Source: an optimization exercise on an open RTL-to-GDS flow (aim: small area, a short achievable clock period and few clock cycles). Production flows keep margins and buffers that such runs may drop.
Where RTL was checked, it was by simulation tests only, not by an equivalence proof against the original.

==> inputs of 12-13 <==
// dpsk_modem
module dpsk_modem (
  input  logic        clk,
  input  logic        rst_n,
  input  logic        cfg_qpsk,      
  input  logic        cfg_bypass,    
  input  logic        tx_in_valid,
  output logic        tx_in_ready,
  input  logic [7:0]  tx_in_data,
  input  logic        tx_in_last,
  output logic        tx_out_valid,
  input  logic        tx_out_ready,
  output logic [31:0] tx_out_data,
  output logic        tx_out_last,
  input  logic        rx_in_valid,
  output logic        rx_in_ready,
  input  logic [31:0] rx_in_data,
  input  logic        rx_in_last,
  output logic        rx_out_valid,
  input  logic        rx_out_ready,
  output logic [7:0]  rx_out_data,
  output logic        rx_out_last
);
Settings: LEC_CHECK=0, CAP_MARGIN=20, CORE_MARGIN=2, CORE_UTILIZATION=40, SLEW_MARGIN=20; clock period 14.0 ns.
standard.sh (not shown) runs the stock make flow with config.mk's settings and CLKGATE_MAP_FILE= SYNTH_SCRIPT=/design/flow/synth_recipe.tcl, a recipe that flattens the netlist after the stock synthesis.
==> flow/flow/run.sh <==
#!/bin/bash
set -e
cd "$(dirname "$0")/.."
export SETUP_SLACK_MARGIN=${SETUP_SLACK_MARGIN:-7.5}
bash standard.sh > standard.log 2>&1
==> 06-28: changes against 12-13 <==
--- a/flow/design.v
+++ b/flow/design.v
@@ -26,39 +26,30 @@
   logic adv, cur_free, acc;
   assign adv      = (ccnt != 4'd0) & (~ov | out_ready);
   assign cur_free = (ccnt == 4'd0) | (adv & (ccnt == 4'd1));
   assign acc      = in_valid & ~nv;
   logic b0, b1;
   assign b0 = cur[0];
   assign b1 = cur[1];
-  logic [15:0] tu, su, cu, tw, sw, cw;
-  logic        fu, xu, fw, xw;
-  tx_rnd_u u_ru (.pI(pI), .pQ(pQ), .t(tu), .sat(fu), .sv(su), .ex(xu), .c(cu));
-  tx_rnd_w u_rw (.pI(pI), .pQ(pQ), .t(tw), .sat(fw), .sv(sw), .ex(xw), .c(cw));
-  logic        uI, iI, uQ, iQ, fI, fQ;
-  logic [15:0] FI, FQ;
+  logic [15:0] ru, rnu, rw, rnw;
+  tx_rnd_u u_ru (.pI(pI), .pQ(pQ), .r(ru), .rn(rnu));
+  tx_rnd_w u_rw (.pI(pI), .pQ(pQ), .r(rw), .rn(rnw));
   logic signed [15:0] nI, nQ;
   always_comb begin
-    uI = b1 ^ b0;
-    iI = b0;
-    uQ = ~(b1 ^ b0);
-    iQ = b1;
     if (qpsk) begin
-      fI = uI ? (fu | (iI & xu)) : (fw | (iI & xw));
-      FI = uI ? ((iI & xu) ? cu : (su ^ {16{iI}})) : ((iI & xw) ? cw : (sw ^ {16{iI}}));
-      fQ = uQ ? (fu | (iQ & xu)) : (fw | (iQ & xw));
-      FQ = uQ ? ((iQ & xu) ? cu : (su ^ {16{iQ}})) : ((iQ & xw) ? cw : (sw ^ {16{iQ}}));
+      case ({b1, b0})
+        2'b00: begin nI = rw;  nQ = ru;  end
+        2'b01: begin nI = rnu; nQ = rw;  end
+        2'b11: begin nI = rnw; nQ = rnu; end
+        default: begin nI = ru; nQ = rnw; end
+      endcase
     end else begin
-      fI = 1'b1;
-      FI = b0 ? (pI ^ 16'hfffe) : pI;
-      fQ = 1'b1;
-      FQ = pQ;
+      nI = b0 ? (pI ^ 16'hfffe) : pI;
+      nQ = pQ;
     end
-    nI = fI ? FI : ((uI ? tu : tw) ^ {16{iI}});
-    nQ = fQ ? FQ : ((uQ ? tu : tw) ^ {16{iQ}});
   end
   always_ff @(posedge clk or negedge rst_n) begin
     if (!rst_n) begin
       pI    <= 16'sd32767;
       pQ    <= 16'sd0;
       ov    <= 1'b0;
       olast <= 1'b0;
@@ -100,19 +91,16 @@
     else if (cur_free & acc) cur <= in_data;
     else if (adv)            cur <= qpsk ? {2'b00, cur[7:2]} : {1'b0, cur[7:1]};
     if (acc & ~cur_free) nxt <= in_data;
   end
 endmodule
 module tx_rnd_u (
   input  logic [15:0] pI, pQ,
-  output logic [15:0] t,        
-  output logic        sat,      
-  output logic [15:0] sv,       
-  output logic        ex,       
-  output logic [15:0] c
+  output logic [15:0] r,
+  output logic [15:0] rn
 );
   wire [17:0] x = {{2{pI[15]}}, pI} + {{2{pQ[15]}}, pQ};
   wire [15:0] lo = {1'b0, pI[14:0]} + {1'b0, pQ[14:0]};
   wire neg = (pI[15] & pQ[15]) | ((pI[15] ^ pQ[15]) & ~lo[15]);
   wire sat_p = $signed(x) >= 18'sd46342;
   wire sat_n = $signed(x) <= -18'sd46342;
   wire t_h0, t_k0;
@@ -639,38 +627,36 @@
   assign t_k29 = t_c141 & t_s142;
   wire t_h30, t_k30;
   assign t_h30 = t_c142 ^ t_k14;
   assign t_k30 = t_c142 & t_k14;
   wire [29:0] ta = {t_k29, t_k28, t_k27, t_k26, t_k25, t_k24, t_k23, t_k22, t_k21, t_k20, t_k19, t_k18, t_k17, t_k16, t_c143, t_s143, t_c126, t_c125, t_c124, t_c123, t_c122, t_c121, t_k15, t_h15, pI[5], pI[4], pI[3], pI[2], pI[1], pI[0]};
   wire [29:0] tb = {t_h30, t_h29, t_h28, t_h27, t_h26, t_h25, t_h24, t_h23, t_h22, t_h21, t_h20, t_h19, t_h18, t_h17, t_h16, 1'b0, t_s127, t_s126, t_s125, t_s124, t_s123, t_s122, t_s121, t_h13, pQ[5], pQ[4], pQ[3], pQ[2], pQ[1], pQ[0]};
   wire [29:0] T = ta + tb;
-  assign t = T[29:14];
-  assign sat = sat_p | sat_n;
-  assign sv = sat_p ? 16'h7fff : 16'h8000;
+  assign r = sat_p ? 16'h7fff : sat_n ? 16'h8000 : T[29:14];
+  logic [15:0] c;
+  logic       ex;
   always_comb begin
     ex = (x[13:0] == 14'h2000);
     case (x[17:14])
       4'd0: c = 16'he95f;
       4'd1: c = 16'hbc1e;
       4'd2: c = 16'h8edd;
       4'd13: c = 16'h7123;
       4'd14: c = 16'h43e2;
       4'd15: c = 16'h16a1;
       default: begin c = 16'h0000; ex = 1'b0; end
     endcase
     if (x == 18'd0) begin c = 16'h0000; ex = 1'b1; end
   end
+  assign rn = ex ? c : ~r;
 endmodule
 module tx_rnd_w (
   input  logic [15:0] pI, pQ,
-  output logic [15:0] t,        
-  output logic        sat,      
-  output logic [15:0] sv,       
-  output logic        ex,       
-  output logic [15:0] c
+  output logic [15:0] r,
+  output logic [15:0] rn
 );
   wire [17:0] x = {{2{pI[15]}}, pI} - {{2{pQ[15]}}, pQ};
   wire [15:0] lo = {1'b0, pI[14:0]} + {1'b0, ~pQ[14:0]} + 16'd1;
   wire neg = (pI[15] & ~pQ[15]) | ((pI[15] ^ ~pQ[15]) & ~lo[15]);
   wire sat_p = $signed(x) >= 18'sd46342;
   wire sat_n = $signed(x) <= -18'sd46342;
   wire t_s0, t_c0;
@@ -1227,30 +1213,31 @@
   assign t_k36 = t_c144 & t_s145;
   wire t_h37, t_k37;
   assign t_h37 = t_c145 ^ t_k16;
   assign t_k37 = t_c145 & t_k16;
   wire [29:0] ta = {t_k36, t_k35, t_k34, t_k33, t_k32, t_k31, t_k30, t_k29, t_k28, t_k27, t_k26, t_k25, t_k24, t_k23, t_c146, t_s146, t_c129, t_c128, t_c127, t_c126, t_c125, t_c124, t_c123, t_k22, t_k21, t_k20, t_k19, t_k18, t_k17, t_h17};
   wire [29:0] tb = {t_h37, t_h36, t_h35, t_h34, t_h33, t_h32, t_h31, t_h30, t_h29, t_h28, t_h27, t_h26, t_h25, t_h24, t_h23, 1'b0, t_s130, t_s129, t_s128, t_s127, t_s126, t_s125, t_s124, t_s123, t_h22, t_h21, t_h20, t_h19, t_h18, ~pQ[0]};
   wire [29:0] T = ta + tb;
-  assign t = T[29:14];
-  assign sat = sat_p | sat_n;
-  assign sv = sat_p ? 16'h7fff : 16'h8000;
+  assign r = sat_p ? 16'h7fff : sat_n ? 16'h8000 : T[29:14];
+  logic [15:0] c;
+  logic       ex;
   always_comb begin
     ex = (x[13:0] == 14'h2000);
     case (x[17:14])
       4'd0: c = 16'he95f;
       4'd1: c = 16'hbc1e;
       4'd2: c = 16'h8edd;
       4'd13: c = 16'h7123;
       4'd14: c = 16'h43e2;
       4'd15: c = 16'h16a1;
       default: begin c = 16'h0000; ex = 1'b0; end
     endcase
     if (x == 18'd0) begin c = 16'h0000; ex = 1'b1; end
   end
+  assign rn = ex ? c : ~r;
 endmodule
 `timescale 1ns/1ps
 module rx_path (
   input  logic        clk,
   input  logic        rst_n,
   input  logic        qpsk,          
   input  logic        in_valid,
@@ -1305,119 +1292,112 @@
   always_comb begin
     fast = y_p1 | y_m1 | y_pj | y_mj;
     if (y_p1)      begin fb0 = pIn[7]; fb1 = nsQ;    end
     else if (y_m1) begin fb0 = nsI;    fb1 = pQn[7]; end
     else if (y_pj) begin fb0 = pQn[7]; fb1 = pIn[7]; end
     else           begin fb0 = nsQ;    fb1 = nsI;    end
   end
-  logic [7:0] reG2, imG2;
-  logic [7:1] reP2, imP2;
-  logic       reX2, imX2;
-  logic       fast2, fb02, fb12;
-  logic       v2, l2;
   logic cre, cim;
   always_comb begin
-    cre = reG2[0];
-    cim = imG2[0];
+    cre = reG[0];
+    cim = imG[0];
     for (int i = 1; i < 8; i++) begin
-      cre = reG2[i] | (reP2[i] & cre);
-      cim = imG2[i] | (imP2[i] & cim);
+      cre = reG[i] | (reP[i] & cre);
+      cim = imG[i] | (imP[i] & cim);
     end
   end
   logic b0, b1;
-  assign b0 = fast2 ? fb02 : (reX2 ^ cre);
-  assign b1 = fast2 ? fb12 : (imX2 ^ cim);
+  assign b0 = fast ? fb0 : (reX ^ cre);
+  assign b1 = fast ? fb1 : (imX ^ cim);
   logic [7:0] pk;                      
   logic [3:0] fill;                    
   logic       plast;
   logic [7:0] ob;
   logic       obv, oblast;
   assign out_valid = obv;
   assign out_data  = ob;
   assign out_last  = oblast;
   logic [7:0] pk_sh;
   assign pk_sh = qpsk ? {b1, b0, pk[7:2]} : {b0, pk[7:1]};
   logic pend, done;
   assign pend = (fill == 4'd8);
-  assign done = v2 & (fill + K == 4'd8);
+  assign done = v1 & (fill + K == 4'd8);
   logic [3:0] fill_n, fill_w;
   logic       obv_n, obv_w, plast_n, oblast_n, ob_load;
   always_comb begin
     fill_n   = fill;
     obv_n    = obv & ~out_ready;
     plast_n  = plast;
     oblast_n = oblast;
     ob_load  = 1'b0;
     if (pend) begin
       if (~obv | out_ready) begin
         ob_load  = 1'b1;
         obv_n    = 1'b1;
         oblast_n = plast;
-        fill_n   = v2 ? K : 4'd0;
-        plast_n  = v2 & l2;
+        fill_n   = v1 ? K : 4'd0;
+        plast_n  = v1 & l1;
       end
-    end else if (v2) begin
+    end else if (v1) begin
       if (done) begin
         if (~obv | out_ready) begin
           ob_load  = 1'b1;
           obv_n    = 1'b1;
-          oblast_n = plast | l2;
+          oblast_n = plast | l1;
           fill_n   = 4'd0;
           plast_n  = 1'b0;
         end else begin
           fill_n   = 4'd8;
-          plast_n  = plast | l2;
+          plast_n  = plast | l1;
         end
       end else begin
         fill_n  = fill + K;
-        plast_n = plast | l2;
+        plast_n = plast | l1;
       end
     end
     fill_w = fill;
     obv_w  = obv;
     if (pend) begin
       if (~obv) begin
         obv_w  = 1'b1;
-        fill_w = v2 ? K : 4'd0;
+        fill_w = v1 ? K : 4'd0;
       end
-    end else if (v2) begin
+    end else if (v1) begin
       if (done) begin
         if (~obv) begin
           obv_w  = 1'b1;
           fill_w = 4'd0;
         end else begin
           fill_w = 4'd8;
         end
       end else begin
         fill_w = fill + K;
       end
     end
   end
   logic [4:0] occ_w;
-  assign occ_w = {1'b0, K} + (v1 ? {1'b0, K} : 5'd0) + {1'b0, fill_w} + (obv_w ? 5'd8 : 5'd0);
+  assign occ_w = {1'b0, K} + {1'b0, fill_w} + (obv_w ? 5'd8 : 5'd0);
   always_ff @(posedge clk or negedge rst_n) begin
     if (!rst_n) begin
       pIn    <= 8'h7f;
       pIo    <= 8'h01;
       pIt    <= 8'h80;
       pQn    <= 8'h00;
       pQo    <= 8'h00;
       pQt    <= 8'h00;
       nsI    <= 1'b1;
       nsQ    <= 1'b0;
       v1     <= 1'b0;
-      v2     <= 1'b0;
       rdy    <= 1'b1;
       fill   <= 4'd0;
       plast  <= 1'b0;
       obv    <= 1'b0;
       oblast <= 1'b0;
     end else begin
       v1 <= acc;
-      v2 <= v1;
       if (v1) begin
         pIn <= eIn; pIo <= eIo; pIt <= eIt;
         pQn <= eQn; pQo <= eQo; pQt <= eQt;
         nsI <= ((yI != 16'sd0) & ~yI[15]) | (yI == -16'sd32768);
         nsQ <= ((yQ != 16'sd0) & ~yQ[15]) | (yQ == -16'sd32768);
       end
       rdy    <= (occ_w + {1'b0, K}) <= 5'd16;
@@ -1427,19 +1407,15 @@
       oblast <= oblast_n;
     end
   end
   always_ff @(posedge clk) begin
     yI <= in_data[31:16];
     yQ <= in_data[15:0];
     l1 <= in_last;
-    l2    <= l1;
-    reG2  <= reG;  reP2 <= reP;  reX2 <= reX;
-    imG2  <= imG;  imP2 <= imP;  imX2 <= imX;
-    fast2 <= fast; fb02 <= fb0;  fb12 <= fb1;
-    if (v2 & ~(pend & obv & ~out_ready)) pk <= pk_sh;
+    if (v1 & ~(pend & obv & ~out_ready)) pk <= pk_sh;
     if (ob_load) ob <= pend ? pk : pk_sh;
   end
 endmodule
 module rx_sign (
   input  logic [15:0] yI, yQ,
   input  logic [7:0]  pIn, pIo, pIt,    
   input  logic [7:0]  pQn, pQo, pQt,    
==> flow_summary.yaml <==
status:
  status: "timing/DRC/antenna clean"
final_layout:
  multiInputCombCellCount: 3394
critical_path:
  cp.arrival_ps: 6900
yosys:
  synth-compound-area-share_pct: 17.2
global_route:
  grt_use_met2_pct: 43.6
drt:
  dr.pass1.iters: 7
  wl_met2_um: 70700
clock_network:
  cts_buffers: 26
  cts_max_level: 1
sta:
  fin_crit_sh_pct: 45.8
The numbers above come from 12-13.

==> flow_summary.yaml <==
die:
  start_util_pct: 40.2
hold_path:
  min_from: "u_tx.nlast"
yosys:
  ys_seq_elements: 166
  yosys_warnings: 5
  synth_xor_area_share_pct: 12.3
  synth-compound-area-share_pct: 18.2
  synth_edf_count: 32
clock_network:
  cts_buffers: 17
  clockBufferDepth: 2
  cts_max_level: 4
final_layout:
  multiInputCombCellCount: 3429
  clkCellAreaFrac_pct: 1.20
drt:
  wl_met2_um: 71500
  dr.pass1.iters: 8
global_route:
  grt_use_met2_pct: 44.2
status:
  status: "timing/DRC/antenna clean"
sta:
  finalSetupViolations: 0
critical_path:
  cp.arrival_ps: 6960
The numbers above come from 06-28.

Testbench counts of 06-28, summed over its fixed seeds: cycles 2,336.
Function not checked in 12-13: the RTL went through the layout flow alone.

re-timing with driven ports:
The flow's constraints put no driver on any port. The routed layouts listed below were extracted and timed again, unchanged, in two steps.
Step 1 sets driving cells, clkbuf_16 on the clock port and buf_2 on the other inputs (assumed; they add their load-dependent delay and slew).
Step 2 also shifts input and output timing later by t, the mid clock arrival at the registers, as if the neighbouring blocks saw the same clock.
Slacks: no drivers / after step 1 / after step 2; pairs: no drivers / after step 1.
run	t (ns)	slack for setup (ns)	worst slew at a driven data input, ns
12-13	0.678	7.586 / 7.586 / 7.586	0.06
06-28	0.544	7.413 / 7.413 / 7.413	0.07
After both steps setup and hold are still met in every run listed.
